Context: an optimization exercise on an open-source flow, tuned for small area. The choices shown serve that exercise and are no tape-out recipe. RTL that was checked went through simulation tests only; none was proved equivalent to the original. Power is estimated from default activity; no workload was simulated.

Setup of v41:
// Processor
module Processor(clk, sw, Led, imem_addr, imem_data, dmem_addr, dmem_wdata, dmem_we, dmem_re, dmem_rdata);
export LEC_CHECK = 0
export CAP_MARGIN = 20
export CORE_MARGIN = 2
export CORE_UTILIZATION = 40
export CTS_BUF_LIST = sky130_fd_sc_hd__clkbuf_8
export CTS_CLUSTER_SIZE = 30
export SETUP_SLACK_MARGIN = 0.05
export SLEW_MARGIN = 20
export SYNTH_HIERARCHICAL = 1
create_clock -name core_clock -period 7.0 [get_ports {clk}]
standard.sh (not shown) runs the stock make flow with config.mk's settings and CLKGATE_MAP_FILE= SYNTH_SCRIPT=/design/flow/synth_recipe.tcl, a recipe that flattens the netlist after the stock synthesis.
==> flow/flow/run.sh <==
#!/bin/bash
# Standard ORFS layout with two changes: ports are buffered with buf_1 cells
# instead of the default delay-buffer cells, and CTS inserts no dummy loads.
set -euo pipefail
export BUFFER_PORTS_ARGS="-buffer_cell sky130_fd_sc_hd__buf_1"
export CTS_ARGS="-sink_clustering_enable -repair_clock_nets -dont_use_dummy_load"
bash standard.sh finish > flow.log 2>&1
> inputs changed (v41 -> v17)
- CTS_CLUSTER_SIZE no longer set, was 30
- CTS_BUF_LIST no longer set, was sky130_fd_sc_hd__clkbuf_8
-- flow/flow/run.sh --
<<< v41, line 6
export CTS_ARGS="-sink_clustering_enable -repair_clock_nets -dont_use_dummy_load"
>>> v17, line 6
export CTS_ARGS="-sink_clustering_enable -repair_clock_nets -dont_use_dummy_load -buf_list sky130_fd_sc_hd__clkbuf_4 -root_buf sky130_fd_sc_hd__clkbuf_8 -sink_clustering_size 16"
### Flow results
Between v17 and v41, it is v17 whose detailed-routed wire length on met3 is lower, by 20%. | wire length of the first global-routing pass | v17 vs v41 | better |. Summary of v17 over v41: cell area decreased by 3.4% relative to the old numbers; worst-case hold slack shows an increase of 0.011 ns; minimum clock period after layout held steady.
Relative to v17, the following input files were edited for v52:
-- flow/flow/run.sh --
<<< v17, line 6
export CTS_ARGS="-sink_clustering_enable -repair_clock_nets -dont_use_dummy_load -buf_list sky130_fd_sc_hd__clkbuf_4 -root_buf sky130_fd_sc_hd__clkbuf_8 -sink_clustering_size 16"
>>> v52, line 6
export CTS_ARGS="-sink_clustering_enable -repair_clock_nets -dont_use_dummy_load -buf_list sky130_fd_sc_hd__clkbuf_8 -root_buf sky130_fd_sc_hd__clkbuf_8 -sink_clustering_size 25"
On minimum clock period, v52 and v17 are neck and neck. From v17 to v52, height of the die did not move at all. When the final numbers for v52 and v17 were put side by side, the global routing met3 resource utilization turned out to be greater in v52. As of v52, total power had risen by a few percent compared to v17.
Setup changes, v52 to v49
- CTS_CLUSTER_SIZE now 30, previously not set
- CTS_BUF_LIST now sky130_fd_sc_hd__clkbuf_8, previously not set
- GPL_TIMING_DRIVEN now 0, previously not set
-- flow/flow/run.sh --
<<< v52, line 6
export CTS_ARGS="-sink_clustering_enable -repair_clock_nets -dont_use_dummy_load -buf_list sky130_fd_sc_hd__clkbuf_8 -root_buf sky130_fd_sc_hd__clkbuf_8 -sink_clustering_size 25"
>>> v49, line 6
export CTS_ARGS="-sink_clustering_enable -repair_clock_nets -dont_use_dummy_load"
Notes after the runs:
- Relative to v52, core utilization increased by 3.3 points in v49.
- Summary of the comparison: non-clock buffer count is higher in v49, relative to v52.
- First-pass GRT wire length, v52 and v49, higher one = v49.
- Comparing v52 and v49, the lower largest net degree at the start of global routing was measured on v49.

---

## v6
Processor, a different RTL version from the one above (not shown whole).
Size: about 130 flip-flops.
export LEC_CHECK = 0
export CAP_MARGIN = 20
export CORE_MARGIN = 2
export CORE_UTILIZATION = 60
export SETUP_SLACK_MARGIN = 0.0
export SLEW_MARGIN = 20
export SYNTH_HIERARCHICAL = 1
create_clock -name core_clock -period 7.0 [get_ports {clk}]
==> flow/flow/run.sh <==
#!/bin/bash
# Standard ORFS layout with two changes: ports are buffered with buf_1 cells
# instead of the default delay-buffer cells, and CTS inserts no dummy loads.
set -euo pipefail
export BUFFER_PORTS_ARGS="-buffer_cell sky130_fd_sc_hd__buf_1"
export CTS_ARGS="-sink_clustering_enable -repair_clock_nets -dont_use_dummy_load -buf_list sky130_fd_sc_hd__clkbuf_8 -root_buf sky130_fd_sc_hd__clkbuf_8 -sink_clustering_size 25"
bash standard.sh finish > flow.log 2>&1
### v6 -> v7
Settings: CORE_UTILIZATION changed from 60 to 50.
Findings:
- The number of global-route vias before repair number comes out higher for v6 vs v7.
- Delta (v7 minus v6): routed length per placed instance saw little to no change, die area rose 2400 µm².
- v6 vs v7, source of the critical timing path: imem_data[9] vs imem_data[10]
- v7 vs v6, slowest cell on the critical path: sky130_fd_sc_hd__nor4_4 vs sky130_fd_sc_hd__xnor2_1
No functional check of the RTL was part of any run of this note.

---

Processor, a different RTL version from the one above (not shown whole).
Size: roughly 6700 µm² of cells after synthesis.
==> flow/config.mk <==
export PLATFORM = sky130hd
export DESIGN_NAME = Processor
export DESIGN_NICKNAME = Processor
export VERILOG_FILES = /design/flow/design.v
export SDC_FILE = /design/flow/constraint.sdc
export NUM_CORES = 4
export LEC_CHECK = 0
export CAP_MARGIN = 20
export CORE_MARGIN = 2
export CORE_UTILIZATION = 50
export SETUP_SLACK_MARGIN = 0.0
export SLEW_MARGIN = 20
export SYNTH_HIERARCHICAL = 1
==> flow/constraint.sdc <==
create_clock -name core_clock -period 7.0 [get_ports {clk}]
set_input_delay 1.4000 -clock core_clock [delete_from_list [all_inputs] [get_ports {clk}]]
set_output_delay 1.4000 -clock core_clock [all_outputs]
set_load 0.01 [all_outputs]
==> flow/flow/run.sh <==
#!/bin/bash
# Standard ORFS layout with two changes: ports are buffered with buf_1 cells
# instead of the default delay-buffer cells, and CTS inserts no dummy loads.
set -euo pipefail
export BUFFER_PORTS_ARGS="-buffer_cell sky130_fd_sc_hd__buf_1"
export CTS_ARGS="-sink_clustering_enable -repair_clock_nets -dont_use_dummy_load -buf_list sky130_fd_sc_hd__clkbuf_4 -root_buf sky130_fd_sc_hd__clkbuf_8 -sink_clustering_size 25"
bash standard.sh finish > flow.log 2>&1
The baseline produced a clean layout.
Then changed:
--- a/flow/flow/run.sh
+++ b/flow/flow/run.sh
@@ -6 +6 @@
-export CTS_ARGS="-sink_clustering_enable -repair_clock_nets -dont_use_dummy_load -buf_list sky130_fd_sc_hd__clkbuf_4 -root_buf sky130_fd_sc_hd__clkbuf_8 -sink_clustering_size 25"
+export CTS_ARGS="-sink_clustering_enable -repair_clock_nets -dont_use_dummy_load -buf_list sky130_fd_sc_hd__clkbuf_8 -root_buf sky130_fd_sc_hd__clkbuf_8 -sink_clustering_size 25"
=> Die area is unchanged; cell area climbs slightly; wire length is lower slightly; cell count is unchanged; total power went up by a few percent; fmax goes down slightly.
Then changed:
Settings changed: CORE_UTILIZATION 50 to 55.
Result: Worst setup slack got worse by 0.022 ns; synthesized cell count stays the same; cell area drops slightly; area after synthesis stays the same; cell count is lower by a few percent; total power went down slightly; first-iteration DRC count shrinks by roughly a tenth; maximum frequency fell slightly; sequential power hardly moves; via count climbs slightly.

---

## job 101
Processor, a different RTL version from the one above (not shown whole).
Size: roughly 130 flip-flops, ~0.0070 mm2 of cells after synthesis.
clock: 7.0 ns
lec_check: 0
cap_margin: 20
core_margin: 2
core_utilization: 40
slew_margin: 20
synth_hierarchical: 1
run.sh (not shown) runs the stock make flow with config.mk's settings and CLKGATE_MAP_FILE= SYNTH_SCRIPT=/design/flow/synth_recipe.tcl, a recipe that flattens the netlist after the stock synthesis.
Stock flow here: none of the scripts above is used.
diff inputs: job 101 => job 102
# job 101
export LEC_CHECK = 0
export CAP_MARGIN = 20
export CORE_MARGIN = 2
export CORE_UTILIZATION = 40
export SLEW_MARGIN = 20
export SYNTH_HIERARCHICAL = 1
create_clock -name core_clock -period 7.0 [get_ports {clk}]
# job 102
export LEC_CHECK = 0
export CAP_MARGIN = 20
export CORE_MARGIN = 2
export CORE_UTILIZATION = 60
export GPL_TIMING_DRIVEN = 0
export PLACE_DENSITY = 0.7
export SLEW_MARGIN = 20
export SYNTH_HIERARCHICAL = 1
create_clock -name core_clock -period 7.0 [get_ports {clk}]
==> summary.txt <==
Among job 101 and job 102, a clean, completed layout was produced by job 101 alone.
Changes observed in job 102 relative to job 101: count of inserted tapcells saw a decrease, routing usage on met3 saw an increase, post-detailed-route via-to-cell ratio saw an increase, core utilization saw an increase, summed negative setup slack over all endpoints saw a decrease.
Cell count down 127 in job 102 wrt job 101
When job 102 is measured against job 101, its final worst setup slack turns out 0.51 ns lower.
No run of this note included a check of the RTL's function; only the layout flow was run.

---

Setup of alpha:
The RTL this note starts from:
==> flow/design.v <==
module g_aoi222(input a1, a2, b1, b2, c1, c2, output y); assign y = ~((a1 & a2) | (b1 & b2) | (c1 & c2)); endmodule
module g_nand2(input a, b, output y); assign y = ~(a & b); endmodule
module g_and3(input a, b, c, output y); assign y = a & b & c; endmodule
module g_nand3(input a, b, c, output y); assign y = ~(a & b & c); endmodule
module g_xor2(input a, b, output y); assign y = a ^ b; endmodule
module g_xnor2(input a, b, output y); assign y = ~(a ^ b); endmodule
module g_mux2i(input a0, a1, s, output y); assign y = ~(s ? a1 : a0); endmodule
module g_a21oi(input a1, a2, b1, output y); assign y = ~((a1 & a2) | b1); endmodule
module g_nand2b(input an, b, output y); assign y = ~(~an & b); endmodule
module g_fa(input a, b, c, output s, co); assign {co, s} = a + b + c; endmodule
module g_ha(input a, b, output s, co); assign {co, s} = a + b; endmodule
module g_a22o(input a1, a2, b1, b2, output y); assign y = (a1 & a2) | (b1 & b2); endmodule
module g_o21ai(input a1, a2, b1, output y); assign y = ~((a1 | a2) & b1); endmodule
module rdport #(parameter INVODD = 0) (input [7:1] sel, input [15:0] R1, R2, R3, R4, R5, R6, R7, output [15:0] D);
	genvar i;
	generate for (i = 0; i < 16; i = i + 1) begin : b
		wire x, y, z;
		g_aoi222 u0(sel[1], R1[i], sel[2], R2[i], sel[3], R3[i], x);
		g_aoi222 u1(sel[4], R4[i], sel[5], R5[i], sel[6], R6[i], y);
		g_nand2  u2(sel[7], R7[i], z);
		if (INVODD && (i % 2 == 1)) begin : n
			g_and3 u3(x, y, z, D[i]);
		end else begin : p
			g_nand3 u3(x, y, z, D[i]);
		end
	end endgenerate
endmodule
module alu(input [15:0] Ax, input [15:0] Bv, input [6:0] imm, input alusrc, input sub,
           output [15:0] S, output eq);
	wire nalusrc = ~alusrc;
	wire kk = alusrc & imm[6];
	wire [16:0] c;         
	assign c[0] = sub;
	wire [15:0] hx;        
	wire [16:0] cr;
	genvar i;
	generate for (i = 0; i < 16; i = i + 1) begin : b
		wire x, bn;        
		g_xor2 ux(Ax[i], sub, x);
		if (i < 6) begin : lo
			g_mux2i um(Bv[i], imm[i], alusrc, bn);
		end else begin : hi
			g_a21oi um(nalusrc, Bv[i], kk, bn);
		end
		g_xnor2 uh(x, bn, hx[i]);
		if (i % 2 == 0) begin : ev
			g_mux2i uc(Ax[i], c[i], hx[i], cr[i+1]);
		end else if (i != 7 && i != 11) begin : od
			g_mux2i uc(c[i], Ax[i], hx[i], cr[i+1]);
		end
		g_xor2 us(hx[i], c[i], S[i]);
		if (i != 7 && i != 11) begin : pass
			assign c[i+1] = cr[i+1];
		end
	end endgenerate
	generate for (i = 4; i < 12; i = i + 4) begin : la
		wire x1, x2, x3, G, P;
		g_nand2b ux1(hx[i], Ax[i], x1);           
		g_mux2i  ux2(x1, Ax[i+1], hx[i+1], x2);
		g_mux2i  ux3(Ax[i+2], x2, hx[i+2], x3);
		g_mux2i  ux4(x3, Ax[i+3], hx[i+3], G);
		assign P = hx[i] & ~hx[i+1] & hx[i+2] & ~hx[i+3];
		assign c[i+4] = G | (P & c[i]);
	end endgenerate
	assign eq = (&{hx[14], hx[12], hx[10], hx[8], hx[6], hx[4], hx[2], hx[0]}) &
	            ~(|{hx[15], hx[13], hx[11], hx[9], hx[7], hx[5], hx[3], hx[1]});
endmodule
module pcnext(input [15:0] PC, input rst, input taken, input [6:0] imm, output [15:0] nx);
	wire tk = taken & ~rst;
	wire ntk = ~taken & ~rst;
	wire [7:1] c;    
	wire [7:2] o;    
	wire [6:1] br, p2;
	assign nx[0] = ~rst & (PC[0] ^ (taken & imm[0]));
	assign c[1] = PC[0] | ~imm[0];
	assign p2[1] = ~PC[1];
	assign o[2] = PC[1];
	genvar i;
	generate for (i = 1; i < 7; i = i + 1) begin : lo
		g_fa f(PC[i], ~imm[i], c[i], br[i], c[i+1]);
		if (i > 1) begin : h
			g_ha h(PC[i], o[i], p2[i], o[i+1]);
		end
		g_a22o m(tk, br[i], ntk, p2[i], nx[i]);
	end endgenerate
	wire selInc = ~rst & (taken ? (c[7] & imm[6]) : o[7]);
	wire selDec = ~rst & taken & ~c[7] & ~imm[6];
	wire [16:8] O, Z;      
	assign O[8] = PC[7];
	assign Z[8] = ~PC[7];
	assign nx[7] = PC[7] ^ ((rst & PC[7]) | selInc | selDec);
	generate for (i = 8; i < 16; i = i + 1) begin : hi
		wire fn;
		if (i < 15) begin : ch
			assign O[i+1] = O[i] & PC[i];
			assign Z[i+1] = Z[i] & ~PC[i];
		end
		g_aoi222 a(rst, PC[i], selInc, O[i], selDec, Z[i], fn);
		g_xnor2 x(PC[i], fn, nx[i]);
	end endgenerate
endmodule
module Processor(clk, sw, Led, imem_addr, imem_data, dmem_addr, dmem_wdata, dmem_we, dmem_re, dmem_rdata);
input clk;
input [7:0] sw;
output [7:0] Led;
output [15:0] imem_addr;
input [15:0] imem_data;
output [15:0] dmem_addr;
output [15:0] dmem_wdata;
output dmem_we;
output dmem_re;
input [15:0] dmem_rdata;
	reg reset;
	always @(posedge clk) reset <= ~sw[0];
	wire [2:0] op = imem_data[15:13];
	wire [2:0] rs = imem_data[12:10];
	wire [2:0] rt = imem_data[9:7];
	wire [2:0] rd = imem_data[6:4];
	wire [15:0] imm = {{9{imem_data[6]}}, imem_data[6:0]};
	wire is_rr    = (op == 3'd0) | (op == 3'd6);           
	wire alusrc   = (op == 3'd1) | (op == 3'd2) | (op == 3'd3) | (op == 3'd5);
	wire sub      = (op == 3'd4) | (op == 3'd5) | (op == 3'd6);
	wire memread  = (op == 3'd2);
	wire memwrite = (op == 3'd3);
	wire branch   = (op == 3'd4);
	wire regwrite = is_rr | (op == 3'd1) | (op == 3'd2) | (op == 3'd5);
	wire [2:0] waddr = is_rr ? rd : rt;
	reg [15:0] R1, R2, R3, R4, R5, R6, R7;
	wire [7:1] ss, st;
	genvar j;
	generate for (j = 1; j < 8; j = j + 1) begin : dec
		assign ss[j] = ~reset & (rs == j);
		assign st[j] = ~reset & (rt == j);
	end endgenerate
	wire [15:0] A, Bv;
	rdport #(.INVODD(1)) pa(.sel(ss), .R1(R1), .R2(R2), .R3(R3), .R4(R4), .R5(R5), .R6(R6), .R7(R7), .D(A));
	rdport pb(.sel(st), .R1(R1), .R2(R2), .R3(R3), .R4(R4), .R5(R5), .R6(R6), .R7(R7), .D(Bv));
	wire [15:0] sum;
	wire eq;
	alu ualu(.Ax(A), .Bv(Bv), .imm(imem_data[6:0]), .alusrc(alusrc), .sub(sub), .S(sum), .eq(eq));
	wire taken = branch & ~eq;    
	assign dmem_addr  = sum;
	assign dmem_wdata = Bv;
	assign dmem_we    = memwrite;
	assign dmem_re    = memread;
	wire [15:0] wb = memread ? dmem_rdata : sum;
	always @(posedge clk) begin
		if (regwrite && waddr == 3'd1) R1 <= wb;
		if (regwrite && waddr == 3'd2) R2 <= wb;
		if (regwrite && waddr == 3'd3) R3 <= wb;
		if (regwrite && waddr == 3'd4) R4 <= wb;
		if (regwrite && waddr == 3'd5) R5 <= wb;
		if (regwrite && waddr == 3'd6) R6 <= wb;
		if (regwrite && waddr == 3'd7) R7 <= wb;
	end
	reg [15:0] PC;
	wire [15:0] PCn;
	pcnext upc(.PC(PC), .rst(reset), .taken(taken), .imm(imem_data[6:0]), .nx(PCn));
	always @(posedge clk) PC <= PCn;
	assign imem_addr = PC;
	wire l1 = sw[1];
	wire l2 = ~sw[1] & sw[2];
	wire l3 = ~sw[1] & ~sw[2] & sw[3];
	wire l4 = ~sw[1] & ~sw[2] & ~sw[3] & sw[4];
	generate for (j = 0; j < 8; j = j + 1) begin : led
		wire x, y;
		g_aoi222 u0(l1, R1[j], l2, R2[j], l3, R3[j], x);
		g_nand2  u1(l4, R4[j], y);
		g_nand2  u2(x, y, Led[j]);
	end endgenerate
endmodule
==> flow/config.mk <==
export PLATFORM = sky130hd
export DESIGN_NAME = Processor
export DESIGN_NICKNAME = Processor
export VERILOG_FILES = /design/flow/design.v
export SDC_FILE = /design/flow/constraint.sdc
export NUM_CORES = 4
export LEC_CHECK = 0
export CAP_MARGIN = 20
export CORE_MARGIN = 2
export CORE_UTILIZATION = 40
export SETUP_SLACK_MARGIN = 0.05
export SLEW_MARGIN = 20
export SYNTH_HIERARCHICAL = 1
==> flow/constraint.sdc <==
create_clock -name core_clock -period 7.0 [get_ports {clk}]
set_input_delay 1.4000 -clock core_clock [delete_from_list [all_inputs] [get_ports {clk}]]
set_output_delay 1.4000 -clock core_clock [all_outputs]
set_load 0.01 [all_outputs]
standard.sh (not shown) runs the stock make flow with config.mk's settings and CLKGATE_MAP_FILE= SYNTH_SCRIPT=/design/flow/synth_recipe.tcl, a recipe that flattens the netlist after the stock synthesis.
==> flow/flow/run.sh <==
#!/bin/bash
# Standard ORFS layout with two changes: ports are buffered with buf_1 cells
# instead of the default delay-buffer cells, and CTS inserts no dummy loads.
set -euo pipefail
export BUFFER_PORTS_ARGS="-buffer_cell sky130_fd_sc_hd__buf_1"
export CTS_ARGS="-repair_clock_nets -dont_use_dummy_load -buf_list sky130_fd_sc_hd__clkbuf_8 -root_buf sky130_fd_sc_hd__clkbuf_8"
bash standard.sh finish > flow.log 2>&1
diff inputs: alpha => beta
==> flow/flow/run.sh <==
#!/bin/bash
# Standard ORFS layout with two changes: ports are buffered with buf_1 cells
# instead of the default delay-buffer cells, and CTS inserts no dummy loads.
set -euo pipefail
export BUFFER_PORTS_ARGS="-buffer_cell sky130_fd_sc_hd__buf_1"
export CTS_ARGS="-sink_clustering_enable -repair_clock_nets -dont_use_dummy_load -buf_list sky130_fd_sc_hd__clkbuf_8 -root_buf sky130_fd_sc_hd__clkbuf_8 -sink_clustering_size 40 -sink_clustering_max_diameter 200"
bash standard.sh finish > flow.log 2>&1
### Flow results
- Between beta and alpha, the number of fill cells figures differ only marginally.
- Between alpha and beta, the number of flops mapped to enable cells by yosys figures differ only marginally.
- alpha → beta: power dissipated in sequential cells essentially unchanged; clock-buffer cell count was more or less identical; post-synthesis average cell area was more or less identical; effective utilization at floorplan barely changed; count of cell types in the netlist now sits at about the same level.
- Number of antenna violations at the first check in global routing: beta vs alpha, no meaningful difference
diff inputs: beta => gamma
==> flow/flow/run.sh <==
#!/bin/bash
# Standard ORFS layout with two changes: ports are buffered with buf_1 cells
# instead of the default delay-buffer cells, and CTS inserts no dummy loads.
set -euo pipefail
export BUFFER_PORTS_ARGS="-buffer_cell sky130_fd_sc_hd__buf_1"
export CTS_ARGS="-sink_clustering_enable -repair_clock_nets -dont_use_dummy_load -buf_list sky130_fd_sc_hd__clkbuf_8 -root_buf sky130_fd_sc_hd__clkbuf_8 -sink_clustering_size 25"
export GPL_KEEP_OVERFLOW=0
bash standard.sh finish > flow.log 2>&1
[summary]
gamma: all stages complete, timing, DRC and antenna checks passed
Relative to beta, routed wire length on met2 increased by 170 um in gamma.
From beta to gamma, area after synthesis did not move at all.
Ratio of total power to cell area: lower on gamma
beta has a lower vias after detailed routing than gamma.
Number of ordinary and repair buffers in the finished layout in gamma is 9.2% higher than in beta
beta → gamma: global-route usage has increased; buffering stage count on the worst path with inverters included went up by 1; global-route wire length before repair went up; post-detailed-routing wire length shows an increase of 460 um; number of resized instances in the post-cts repair step climbed 21.
Input changes introduced in delta (baseline for comparison: gamma):
- CAP_MARGIN: 20 -> 5
- SLEW_MARGIN: 20 -> 5
==> flow/flow/run.sh <==
#!/bin/bash
# Standard ORFS layout with two changes: ports are buffered with buf_1 cells
# instead of the default delay-buffer cells, and CTS inserts no dummy loads.
set -euo pipefail
export BUFFER_PORTS_ARGS="-buffer_cell sky130_fd_sc_hd__buf_1"
export CTS_ARGS="-sink_clustering_enable -repair_clock_nets -dont_use_dummy_load -buf_list sky130_fd_sc_hd__clkbuf_8 -root_buf sky130_fd_sc_hd__clkbuf_8 -sink_clustering_size 25"
bash standard.sh finish > flow.log 2>&1
==> summary.txt <==
delta finished every stage and its layout cleared the timing, DRC and antenna checks.
The final layout from gamma, which completed every stage, passed the timing, DRC and antenna checks at the end of the flow.
Going from gamma to delta, total via count in the routed design -2.6%; hold slack -0.0056 ns; synthesized cell count ~0 delta.
Est. power | delta vs gamma | delta lower
For the count of buffers not belonging to the clock network in the layout, delta came in 12 lower than gamma did.
On final instance area: between gamma and delta, it ends up lower for delta.

## separate check: timing with driven ports
The flow's constraints put no driver on any port. The routed layouts listed below were extracted and timed again, unchanged, in two steps.
Step 1 assumes that a clkbuf_16 drives the clock port and a buf_2 every other input.
Step 2, shift: input delay + t, output delay - t, t = (earliest + latest rising clock arrival at the registers) / 2. This alone moves slack from input paths to output paths.
a / b / c = ideal / step 1 / step 2; a / b = the first two.
| run | t, ns | setup WS [ns] | latest minus earliest clock arrival (ns) | worst slew at a driven data input, ns |
|---|---|---|---|---|
| v41 | 0.454 | 0.180 / 0.141 / 0.141 | 0.023 / 0.023 | 0.04 |
| v17 | 0.453 | 0.181 / 0.155 / 0.155 | 0.043 / 0.043 | 0.04 |
| v52 | 0.468 | 0.180 / 0.154 / 0.154 | 0.031 / 0.031 | 0.04 |
| v49 | 0.458 | 0.174 / 0.150 / 0.150 | 0.016 / 0.016 | 0.07 |
| v6 | 0.471 | 0.183 / 0.160 / 0.160 | 0.032 / 0.031 | 0.04 |
| v7 | 0.466 | 0.283 / 0.250 / 0.250 | 0.028 / 0.028 | 0.04 |
| the first run of note 3 | 0.445 | 0.230 / 0.193 / 0.193 | 0.034 / 0.034 | 0.04 |
| the second run of note 3 | 0.468 | 0.200 / 0.160 / 0.160 | 0.021 / 0.021 | 0.04 |
| the third run of note 3 | 0.472 | 0.178 / 0.141 / 0.141 | 0.021 / 0.021 | 0.04 |
| job 101 | 0.470 | 0.180 / 0.131 / 0.131 | 0.007 / 0.006 | 0.05 |
| job 102 | 0.471 | -0.335 / -0.397 / -0.397 | 0.014 / 0.014 | 0.06 |
| alpha | 0.461 | 0.189 / 0.167 / 0.167 | 0.034 / 0.034 | 0.06 |
| beta | 0.461 | 0.189 / 0.167 / 0.167 | 0.034 / 0.034 | 0.06 |
| gamma | 0.468 | 0.152 / 0.121 / 0.121 | 0.032 / 0.032 | 0.07 |
| delta | 0.461 | 0.189 / 0.167 / 0.167 | 0.034 / 0.034 | 0.06 |
For job 102, which loses most, drivers alone change the setup slack by -0.062 ns; drivers and shift together by -0.062 ns.
